This is an optimization exercise on Yosys and OpenROAD, whose aim is small area, a short achievable clock period and few clock cycles per item, not a production implementation. Function was checked by simulation only, so behaviour that the tests miss may differ from the original. Power figures rest on the tool's default switching activity, not on a simulated workload.

Setup of the previous run:
// fir_top
module fir_top #(
    parameter K  = 8,
    parameter DW = 8,
    parameter CW = 8
)(
    input  wire clk,
    input  wire rst,
    input  wire start,
    input  wire signed [DW-1:0] x_in,
    output wire signed [DW+CW+$clog2(K):0] y_out,
    output wire data_valid
);
Size: ~600 cells after synthesis, about 94 flip-flops, about 32 I/O pins, about 4900 um^2 of cells after synthesis.
export LEC_CHECK = 0
export CAP_MARGIN = 20
export CORE_MARGIN = 2
export CORE_UTILIZATION = 40
export CTS_BUF_LIST = sky130_fd_sc_hd__clkbuf_4 sky130_fd_sc_hd__clkbuf_8
export CTS_CLUSTER_SIZE = 20
export SETUP_SLACK_MARGIN = 3.8
export SLEW_MARGIN = 20
export SYNTH_HIERARCHICAL = 1
create_clock -name core_clock -period 6.0 [get_ports {clk}]
standard.sh (not shown) runs the stock make flow with config.mk's settings and CLKGATE_MAP_FILE= SYNTH_SCRIPT=/design/flow/synth_recipe.tcl, a recipe that flattens the netlist after the stock synthesis.
==> flow/flow/run.sh <==
#!/bin/bash
# The standard layout (standard.sh) with these changes:
#  - port buffers are buf_1 cells instead of the flow's default pick
#    (clkdlybuf4s50_1, a slow delay cell);
#  - synthesis is the standard flow's script, except that
#    - Yosys's full/half adder extraction runs only inside the fa_cell and
#      ha_cell modules, so the final adder is left to abc as plain gates (the
#      extracted fa_1/ha_1 cells are slow on its carry path);
#    - abc maps the top module with ORFS's abc_area.script (it builds the
#      final adder from fast NAND gates) and the small cell modules with the
#      default abc_speed.script (which keeps the history muxes as a22o).
#  Registers are untouched.
set -euo pipefail
W=$(pwd)
export BUFFER_PORTS_ARGS="-buffer_cell sky130_fd_sc_hd__buf_1"
sed -e 's|extract_fa {\*}\[dont_use_extract_fa_args\]|extract_fa {*}[dont_use_extract_fa_args] fa_cell ha_cell|' \
    -e 's|^  log_cmd abc {\*}\$abc_args$|  log_cmd abc {*}$abc_args fir_top %n\n  log_cmd abc {*}[lreplace $abc_args 1 1 $::env(SCRIPTS_DIR)/abc_area.script] fir_top|' \
    "$FLOW_HOME/scripts/synth.tcl" > "$W/flow_synth_core.tcl"
grep -q 'dont_use_extract_fa_args\] fa_cell ha_cell' "$W/flow_synth_core.tcl"
grep -q 'abc_area.script\] fir_top' "$W/flow_synth_core.tcl"
sed "s|source \$::env(SCRIPTS_DIR)/synth.tcl|source $W/flow_synth_core.tcl|" synth_recipe.tcl > "$W/flow_synth.tcl"
grep -q "flow_synth_core.tcl" "$W/flow_synth.tcl"
sed "s|SYNTH_SCRIPT=[^ ]*|SYNTH_SCRIPT=$W/flow_synth.tcl|" standard.sh > "$W/flow_standard.sh"
grep -q "SYNTH_SCRIPT=$W/flow_synth.tcl" "$W/flow_standard.sh"
bash "$W/flow_standard.sh" > "$W/standard.log" 2>&1
Testbench counts of the previous run, summed over its fixed seeds: cycles 16,000, items 8,000.
## Diff of input files: the current run against the previous run
Settings: CTS_BUF_LIST: sky130_fd_sc_hd__clkbuf_4 sky130_fd_sc_hd__clkbuf_8 -> unset; ABC_AREA: unset -> 1; SETUP_SLACK_MARGIN: 3.8 -> 3.5; CTS_CLUSTER_SIZE: 20 -> unset.
==> flow/flow/run.sh <==
#!/bin/bash
# The standard layout (standard.sh) with two changes:
#  - port buffers are buf_1 cells instead of the flow's default pick
#    (clkdlybuf4s50_1, a slow delay cell);
#  - synthesis is the standard flow's script, except that Yosys's full/half adder
#    extraction runs only inside the fa_cell and ha_cell modules, so that the
#    final adder is left to abc as plain gates (the extracted fa_1/ha_1 cells
#    are slow on its carry path). Registers are untouched.
set -euo pipefail
W=$(pwd)
export BUFFER_PORTS_ARGS="-buffer_cell sky130_fd_sc_hd__buf_1"
sed 's|extract_fa {\*}\[dont_use_extract_fa_args\]|extract_fa {*}[dont_use_extract_fa_args] fa_cell ha_cell|' \
    "$FLOW_HOME/scripts/synth.tcl" > "$W/flow_synth_core.tcl"
grep -q 'dont_use_extract_fa_args\] fa_cell ha_cell' "$W/flow_synth_core.tcl"
sed "s|source \$::env(SCRIPTS_DIR)/synth.tcl|source $W/flow_synth_core.tcl|" synth_recipe.tcl > "$W/flow_synth.tcl"
grep -q "flow_synth_core.tcl" "$W/flow_synth.tcl"
sed "s|SYNTH_SCRIPT=[^ ]*|SYNTH_SCRIPT=$W/flow_synth.tcl|" standard.sh > "$W/flow_standard.sh"
grep -q "SYNTH_SCRIPT=$W/flow_synth.tcl" "$W/flow_standard.sh"
bash "$W/flow_standard.sh" > "$W/standard.log" 2>&1
[summary]
- On half-perimeter wire length after placement, the current run does worse than the previous run.
- For the previous run, the critical path endpoint was y[10]$_DFF_P_, unlike the current run, where it was y[9]$_DFF_P_.
- Summary of the current run over the previous run: highest achievable clock rate went down 3.2%, worst relative slew slack held, total power went up about 20%, growth of design area from synthesis to finish went up 2.1 points, total routed wirelength went up 2.5%.

-- static timing again, ports no longer ideal --
No port has a modelled driver above. Below, the same layouts with a new extraction and two added sets of constraints.
Step 1: set_driving_cell puts a clkbuf_16 on clk and a buf_2 on each other input, an assumption about the parent block.
Step 2 also shifts input and output timing later by t, the mid clock arrival at the registers, as if the neighbouring blocks saw the same clock.
Three values: no drivers, after step 1, after step 2; two values: the first two.
run	t (ns)	setup slack, ns	worst setup path after step 2
the previous run	0.394	3.873 / 3.840 / 3.493	input to register
the current run	0.371	3.804 / 3.791 / 3.447	input to register
After both steps every run listed still meets setup and hold. The setup slack of the previous run, which loses most, moves by -0.033 ns with the drivers and by -0.380 ns with both steps.
